This is an optimization exercise on Yosys and OpenROAD, whose aim is small area, a short achievable clock period and few clock cycles, not a production implementation.
Only simulation tests tie the RTL to the original design; equivalence was not proved.
Power figures rest on the tool's default switching activity, not on a simulated workload. The flow treats the clock pin as an ideal source, which a real chip does not have.

==> inputs of onyx <==
// memsys
module memsys
(
input clk,
input a_rst,
input CMD_RCVD,
input rw,
input [7:0] addr,
input [3:0] ctrl,
input [119:0] data15,
output done,
output [119:0] answer
);
==> module memsys, before the edit <==
module memsys
(
input clk,
input a_rst,
input CMD_RCVD,
input rw,
input [7:0] addr,
input [3:0] ctrl,
input [119:0] data15,
output done,
output [119:0] answer
);
wire go = CMD_RCVD & ~a_rst;
wire we = go & rw;
assign done = go;
wire [3:0] c = addr[3:0];    
wire [15:0] oh;              
dec4 drow(.a(addr[7:4]), .y(oh));
wire [15:0] rlo, rhi, wlo, whi;
rctl rc(.c(c), .rw(rw), .lo(rlo), .hi(rhi));
wctl wc(.c(c), .ctrl(ctrl), .we(we), .lo(wlo), .hi(whi));
wire [15:0] keep;
genvar k;
generate
for (k = 0; k < 16; k = k + 1) begin : kp
  assign keep[k] = rw | (k < ctrl);
end
endgenerate
wire [127:0] xn;    
wire [127:0] y;     
wire [127:0] din = rw ? {8'b0, data15} : 128'd0;
rot16 rot(.xn(xn), .s(rw ? 4'd0 - c : c), .keep(keep), .y(y));
assign answer = y[119:0];
genvar b;
generate
for (b = 0; b < 16; b = b + 1) begin : bank
  wire [15:0] wen, rsel;
  selgen ws(.oh(oh), .lo(wlo[b]), .hi(whi[b]), .y(wen));
  selgen rs(.oh(oh), .lo(rlo[b]), .hi(rhi[b]), .y(rsel));
  slave_bank sb(.clk(clk), .a_rst(a_rst), .wen(wen), .wd(y[8*b +: 8]),
                .rsel(rsel), .din(din[8*b +: 8]), .xn(xn[8*b +: 8]));
end
endgenerate
endmodule
==> module ao22, before the edit <==
module ao22
(
input a,
input b,
input m1,
input m2,
output y
);
assign y = (a & m1) | (b & m2);
endmodule
==> module rot16, before the edit <==
module rot16
(
input [127:0] xn,
input [3:0] s,
input [15:0] keep,
output [127:0] y
);
wire [127:0] t1, t2n, t4;
wire [3:0] sn = ~s;
wire [15:0] mk1 = keep & {16{s[3]}};
wire [15:0] mk2 = keep & {16{sn[3]}};
genvar k, i;
generate
for (k = 0; k < 16; k = k + 1) begin : by
  for (i = 0; i < 8; i = i + 1) begin : bi
    mxi m1(.a(xn [8*((k + 1) % 16) + i]), .b(xn [8*k + i]), .s(s[0]), .sn(sn[0]), .y(t1[8*k + i]));
    mxi m2(.a(t1 [8*((k + 2) % 16) + i]), .b(t1 [8*k + i]), .s(s[1]), .sn(sn[1]), .y(t2n[8*k + i]));
    mxi m4(.a(t2n[8*((k + 4) % 16) + i]), .b(t2n[8*k + i]), .s(s[2]), .sn(sn[2]), .y(t4[8*k + i]));
    ao22 m8(.a(t4 [8*((k + 8) % 16) + i]), .b(t4 [8*k + i]), .m1(mk1[k]), .m2(mk2[k]), .y(y[8*k + i]));
  end
end
endgenerate
endmodule
==> module slave_bank, before the edit <==
module slave_bank
(
input clk,
input a_rst,
input [15:0] wen,
input [7:0] wd,
input [15:0] rsel,
input [7:0] din,
output [7:0] xn
);
wire [127:0] rows;
genvar g, i, j;
generate
for (g = 0; g < 16; g = g + 1) begin : row
  reg [7:0] q;
  always @(posedge clk, posedge a_rst)
    if (a_rst)
      q <= 8'd0;
    else if (wen[g])
      q <= wd;
  assign rows[8*g +: 8] = q;
end
for (i = 0; i < 8; i = i + 1) begin : rd
  wire [7:0] l1;    
  wire [1:0] p;     
  for (j = 0; j < 7; j = j + 1) begin : pr
    aoi22 u(.a1(rows[8*(2*j) + i]), .a2(rsel[2*j]),
            .b1(rows[8*(2*j+1) + i]), .b2(rsel[2*j+1]), .y(l1[j]));
  end
  aoi221 u7(.a1(rows[8*14 + i]), .a2(rsel[14]), .b1(rows[8*15 + i]), .b2(rsel[15]),
            .c1(din[i]), .y(l1[7]));
  nand4g n0(.a(l1[0]), .b(l1[1]), .c(l1[2]), .d(l1[3]), .y(p[0]));
  nand4g n1(.a(l1[4]), .b(l1[5]), .c(l1[6]), .d(l1[7]), .y(p[1]));
  nor2g  o (.a(p[0]), .b(p[1]), .y(xn[i]));
end
endgenerate
endmodule
==> module aoi22, before the edit <==
module aoi22 (input a1, input a2, input b1, input b2, output y);
assign y = ~((a1 & a2) | (b1 & b2));
endmodule
==> module aoi221, before the edit <==
module aoi221 (input a1, input a2, input b1, input b2, input c1, output y);
assign y = ~((a1 & a2) | (b1 & b2) | c1);
endmodule
==> module nand4g, before the edit <==
module nand4g (input a, input b, input c, input d, output y);
assign y = ~(a & b & c & d);
endmodule
==> module nor2g, before the edit <==
module nor2g (input a, input b, output y);
assign y = ~(a | b);
endmodule
export LEC_CHECK = 0
export CAP_MARGIN = 30
export CORE_MARGIN = 2
export CORE_UTILIZATION = 65
export SETUP_SLACK_MARGIN = 2.5
export SLEW_MARGIN = 40
export SYNTH_HIERARCHICAL = 1
export SYNTH_MINIMUM_KEEP_SIZE = 0
create_clock -name core_clock -period 9.0 [get_ports {clk}]
standard.sh (not shown) runs the stock make flow with config.mk's settings and CLKGATE_MAP_FILE= SYNTH_SCRIPT=/design/flow/synth_recipe.tcl, a recipe that flattens the netlist after the stock synthesis.
==> flow/flow/run.sh <==
#!/bin/bash
set -euo pipefail
bash standard.sh ABC_LOAD_IN_FF=0.5 synth > synth.log 2>&1
bash standard.sh 'BUFFER_PORTS_ARGS=-buffer_cell sky130_fd_sc_hd__buf_4' \
  MATCH_CELL_FOOTPRINT=0 finish > layout.log 2>&1
test -s out/final.def
==> xenon (differences from onyx) <==
--- a/flow/design.v
+++ b/flow/design.v
@@ -159,6 +159,13 @@
 assign done = go;
 wire [3:0] c = addr[3:0];    
-wire [15:0] oh;              
-dec4 drow(.a(addr[7:4]), .y(oh));
+wire [15:0] woh;
+dec4 dw(.a(addr[7:4]), .y(woh));
+wire [63:0] roh;
+genvar q;
+generate
+for (q = 0; q < 4; q = q + 1) begin : rdec
+  dec4 dr(.a(addr[7:4]), .y(roh[16*q +: 16]));
+end
+endgenerate
 wire [15:0] rlo, rhi, wlo, whi;
 rctl rc(.c(c), .rw(rw), .lo(rlo), .hi(rhi));
@@ -180,6 +187,6 @@
 for (b = 0; b < 16; b = b + 1) begin : bank
   wire [15:0] wen, rsel;
-  selgen ws(.oh(oh), .lo(wlo[b]), .hi(whi[b]), .y(wen));
-  selgen rs(.oh(oh), .lo(rlo[b]), .hi(rhi[b]), .y(rsel));
+  selgen ws(.oh(woh), .lo(wlo[b]), .hi(whi[b]), .y(wen));
+  selgen rs(.oh(roh[16*(b/4) +: 16]), .lo(rlo[b]), .hi(rhi[b]), .y(rsel));
   slave_bank sb(.clk(clk), .a_rst(a_rst), .wen(wen), .wd(y[8*b +: 8]),
                 .rsel(rsel), .din(din[8*b +: 8]), .xn(xn[8*b +: 8]));
==> flow/flow/run.sh (replaced) <==
#!/bin/bash
set -euo pipefail
bash standard.sh ABC_LOAD_IN_FF=0.5 synth > synth.log 2>&1
bash standard.sh 'BUFFER_PORTS_ARGS=-buffer_cell sky130_fd_sc_hd__buf_4' \
  MATCH_CELL_FOOTPRINT=0 \
  'CTS_ARGS=-sink_clustering_enable -repair_clock_nets -dont_use_dummy_load -sink_clustering_size 30 -sink_clustering_max_diameter 150' \
  finish > layout.log 2>&1
test -s out/final.def
- CAP_MARGIN: 30 -> 20
- CORE_UTILIZATION: 65 -> 70
- SLEW_MARGIN: 40 -> 20
- TNS_END_PERCENT: unset -> 0
==> garnet (differences from onyx) <==
--- a/flow/design.v
+++ b/flow/design.v
@@ -159,6 +159,13 @@
 assign done = go;
 wire [3:0] c = addr[3:0];    
-wire [15:0] oh;              
-dec4 drow(.a(addr[7:4]), .y(oh));
+wire [15:0] woh;
+dec4 dw(.a(addr[7:4]), .y(woh));
+wire [63:0] roh;
+genvar q;
+generate
+for (q = 0; q < 4; q = q + 1) begin : rdec
+  dec4 dr(.a(addr[7:4]), .y(roh[16*q +: 16]));
+end
+endgenerate
 wire [15:0] rlo, rhi, wlo, whi;
 rctl rc(.c(c), .rw(rw), .lo(rlo), .hi(rhi));
@@ -180,6 +187,6 @@
 for (b = 0; b < 16; b = b + 1) begin : bank
   wire [15:0] wen, rsel;
-  selgen ws(.oh(oh), .lo(wlo[b]), .hi(whi[b]), .y(wen));
-  selgen rs(.oh(oh), .lo(rlo[b]), .hi(rhi[b]), .y(rsel));
+  selgen ws(.oh(woh), .lo(wlo[b]), .hi(whi[b]), .y(wen));
+  selgen rs(.oh(roh[16*(b/4) +: 16]), .lo(rlo[b]), .hi(rhi[b]), .y(rsel));
   slave_bank sb(.clk(clk), .a_rst(a_rst), .wen(wen), .wd(y[8*b +: 8]),
                 .rsel(rsel), .din(din[8*b +: 8]), .xn(xn[8*b +: 8]));
==> flow/flow/run.sh (replaced) <==
#!/bin/bash
set -euo pipefail
bash standard.sh ABC_LOAD_IN_FF=0.5 synth > synth.log 2>&1
bash standard.sh 'BUFFER_PORTS_ARGS=-buffer_cell sky130_fd_sc_hd__buf_4' \
  MATCH_CELL_FOOTPRINT=0 \
  'CTS_ARGS=-sink_clustering_enable -repair_clock_nets -dont_use_dummy_load' \
  finish > layout.log 2>&1
test -s out/final.def
- TNS_END_PERCENT: unset -> 0
==> nickel (differences from onyx) <==
==> flow/design.v (replaced) <==
`timescale 1 ns / 1 ps
module dec4
(
input [3:0] a,
output [15:0] y
);
assign y = 16'b1 << a;
endmodule
module rctl
(
input [3:0] c,
input rw,
output [15:0] lo,
output [15:0] hi
);
genvar b;
generate
for (b = 0; b < 16; b = b + 1) begin : g
  assign lo[b] = ~rw & (c <= b);
  assign hi[b] = ~rw & (c > b);
end
endgenerate
endmodule
module wctl
(
input [3:0] c,
input [3:0] ctrl,
input we,
output [15:0] lo,
output [15:0] hi
);
genvar b;
generate
for (b = 0; b < 16; b = b + 1) begin : g
  wire [3:0] off = b - c;
  wire in = we & (off < ctrl);
  assign lo[b] = in & (c <= b);
  assign hi[b] = in & (c > b);
end
endgenerate
endmodule
module selgen
(
input [15:0] oh,
input lo,
input hi,
output [15:0] y
);
assign y = ({16{lo}} & oh) | ({16{hi}} & {oh[14:0], 1'b0});
endmodule
module mxi
(
input a,
input b,
input s,
input sn,
output y
);
assign y = ~((a & s) | (b & sn));
endmodule
module mxo
(
input an,
input bn,
input n1,
input n2,
output y
);
assign y = ~((an | n1) & (bn | n2));
endmodule
module rot16
(
input [127:0] x,
input [3:0] s,
input [15:0] keep,
output [127:0] y
);
wire [127:0] t1n, t2, t4n;
wire [3:0] sn = ~s;
wire [15:0] n1 = ~(keep & {16{sn[3]}});
wire [15:0] n2 = ~(keep & {16{s[3]}});
genvar k, i;
generate
for (k = 0; k < 16; k = k + 1) begin : by
  for (i = 0; i < 8; i = i + 1) begin : bi
    mxi m1(.a(x [8*((k + 1) % 16) + i]), .b(x [8*k + i]), .s(s[0]), .sn(sn[0]), .y(t1n[8*k + i]));
    mxi m2(.a(t1n[8*((k + 2) % 16) + i]), .b(t1n[8*k + i]), .s(s[1]), .sn(sn[1]), .y(t2[8*k + i]));
    mxi m4(.a(t2 [8*((k + 4) % 16) + i]), .b(t2 [8*k + i]), .s(s[2]), .sn(sn[2]), .y(t4n[8*k + i]));
    mxo m8(.an(t4n[8*k + i]), .bn(t4n[8*((k + 8) % 16) + i]), .n1(n1[k]), .n2(n2[k]), .y(y[8*k + i]));
  end
end
endgenerate
endmodule
`timescale 1 ns / 1 ps
module slave_bank
(
input clk,
input a_rst,
input [15:0] wen,
input [7:0] wd,
input [15:0] rsel,
input [7:0] din,
output [7:0] x
);
wire [127:0] rows;
reg [7:0] acc;
integer r;
genvar g;
generate
for (g = 0; g < 16; g = g + 1) begin : row
  reg [7:0] q;
  always @(posedge clk, posedge a_rst)
    if (a_rst)
      q <= 8'd0;
    else if (wen[g])
      q <= wd;
  assign rows[8*g +: 8] = q;
end
endgenerate
always @* begin
  acc = din;
  for (r = 0; r < 16; r = r + 1)
    acc = acc | (rows[8*r +: 8] & {8{rsel[r]}});
end
assign x = acc;
endmodule
`timescale 1 ns / 1 ps
module memsys
(
input clk,
input a_rst,
input CMD_RCVD,
input rw,
input [7:0] addr,
input [3:0] ctrl,
input [119:0] data15,
output done,
output [119:0] answer
);
wire go = CMD_RCVD & ~a_rst;
wire we = go & rw;
assign done = go;
wire [3:0] c = addr[3:0];    
wire [15:0] oh;              
dec4 drow(.a(addr[7:4]), .y(oh));
wire [15:0] rlo, rhi, wlo, whi;
rctl rc(.c(c), .rw(rw), .lo(rlo), .hi(rhi));
wctl wc(.c(c), .ctrl(ctrl), .we(we), .lo(wlo), .hi(whi));
wire [15:0] keep;
genvar k;
generate
for (k = 0; k < 16; k = k + 1) begin : kp
  assign keep[k] = rw | (k < ctrl);
end
endgenerate
wire [127:0] x;     
wire [127:0] y;     
wire [127:0] din = rw ? {8'b0, data15} : 128'd0;
rot16 rot(.x(x), .s(rw ? 4'd0 - c : c), .keep(keep), .y(y));
assign answer = y[119:0];
genvar b;
generate
for (b = 0; b < 16; b = b + 1) begin : bank
  wire [15:0] wen, rsel;
  selgen ws(.oh(oh), .lo(wlo[b]), .hi(whi[b]), .y(wen));
  selgen rs(.oh(oh), .lo(rlo[b]), .hi(rhi[b]), .y(rsel));
  slave_bank sb(.clk(clk), .a_rst(a_rst), .wen(wen), .wd(y[8*b +: 8]),
                .rsel(rsel), .din(din[8*b +: 8]), .x(x[8*b +: 8]));
end
endgenerate
endmodule
==> flow/run.sh (new file) <==
#!/bin/bash
# synth_recipe.tcl (not shown) runs the flow's synth.tcl, then flattens the netlist and writes it again
# the make line also repeats each setting of config.mk as NAME=value (left out here)
make -C /OpenROAD-flow-scripts/flow DESIGN_CONFIG=/design/flow/config.mk WORK_HOME=/design/flow/orfs CLKGATE_MAP_FILE= SYNTH_SCRIPT=/design/flow/synth_recipe.tcl finish
- CORE_UTILIZATION: 65 -> 30
removed: flow/flow/run.sh
removed: flow/standard.sh
==> out/qor.csv <==
metric,value,unit
post_cts resized,1412,
row count,215,
outcome,no timing/DRC/antenna violations,
xor/xnor share of the synthesized area,0.119,%
chip width,591,um
DR iter-0 viols,9213,
"Inverters, non-clock",54,
CP bufs+invs,8,
area delta synth->final,26.3,%
Mapped Area,103000,um^2
GRT Util Overall,23.9,%
combinational share of power,21.5,%
multi-input gates,4784,
Fillers,32200,
P_int,18.5,mW
-- figures above: nickel

==> out/qor.csv <==
metric,value,unit
area delta synth->final,13.5,%
outcome,no timing/DRC/antenna violations,
Worst EP required,7200,ps
Mapped Area,103000,um^2
chip width,401,um
GR Util met3,12.2,%
"Inverters, non-clock",56,
CP bufs+invs,4,
multi-input gates,4974,
xor/xnor share of the synthesized area,0.119,%
Final HPWL DP,243000,um
Worst setup EP type,output pin,
GRT Util Overall,43.5,%
Setup crit end,answer[69],
largest cells by area after synthesis,"dfrtp_1, mux2_2, a22oi_1",
worst path cell trace,buf_16 -> buf_12 -> nand2b_2 -> o21ai_4 -> buf_2 -> a22o_1 -> a22oi_1 -> nand4_1 -> nor2_4 -> a22oi_2 -> a22oi_2 -> a22oi_2 -> a22o_2 -> buf_4,
-- figures above: garnet

==> out/qor.csv <==
metric,value,unit
outcome,no timing/DRC/antenna violations,
combinational share of power,23.7,%
CP bufs+invs,4,
Fillers,9026,
GRT Util Overall,45.9,%
post_cts resized,1001,
xor/xnor share of the synthesized area,0.119,%
Mapped Area,103000,um^2
-- figures above: xenon

==> out/qor.csv <==
metric,value,unit
Clock transition at path regs,60,ps
outcome,no timing/DRC/antenna violations,
CP bufs+invs,6,
chip width,400,um
Fillers,9425,
drt first pass iters,9,
cell with the most instances after synthesis,dfrtp_1,
"Inverters, non-clock",54,
GRT Util Overall,44.8,%
RSZ-0062 raised after global routing,yes,
P_int,18.2,mW
post_cts resized,1045,
Mapped Area,102000,um^2
multi-input gates,4916,
xor/xnor share of the synthesized area,0.120,%
-- figures above: onyx

Testbench counts of onyx, summed over its fixed seeds: cycles 4,800.
Testbench counts of xenon, summed over its fixed seeds: cycles 4,800.
Testbench counts of garnet, summed over its fixed seeds: cycles 4,800.
Testbench counts of nickel, summed over its fixed seeds: cycles 4,800.

[re-timing with driven ports]
Ports are ideal in the flow. The routed layouts listed here were re-timed in OpenROAD. Step 1, drivers: a clkbuf_16 drives clk and a buf_2 each remaining input, both assumed. Step 2 times the ports against the registers' clock, not the clock port: input delays grow and output delays shrink by t, the midpoint of the rising clock arrivals with the driver on. a / b / c = ideal / step 1 / step 2; a / b = the first two.
| run | t (ns) | setup slack, ns | hold WS [ns] | worst slew at a driven data input, ns | cell pins on the clock port's net |
|---|---|---|---|---|---|
| onyx | 0.957 | 2.040 / 1.557 / 1.557 | 0.486 / 0.486 / 0.486 | 0.56 | 1 |
| xenon | 0.828 | 1.980 / 1.703 / 1.703 | 0.497 / 0.497 / 0.497 | 0.39 | 1 |
| garnet | 0.904 | 1.974 / 1.637 / 1.637 | 0.483 / 0.483 / 0.483 | 0.48 | 1 |
| nickel | 0.997 | 1.544 / 1.250 / 1.250 | 0.504 / 0.504 / 0.504 | 0.43 | 1 |
After both steps setup and hold are still met in every run listed. For onyx, which loses most, drivers alone change the setup slack by -0.483 ns; drivers and shift together by -0.483 ns.
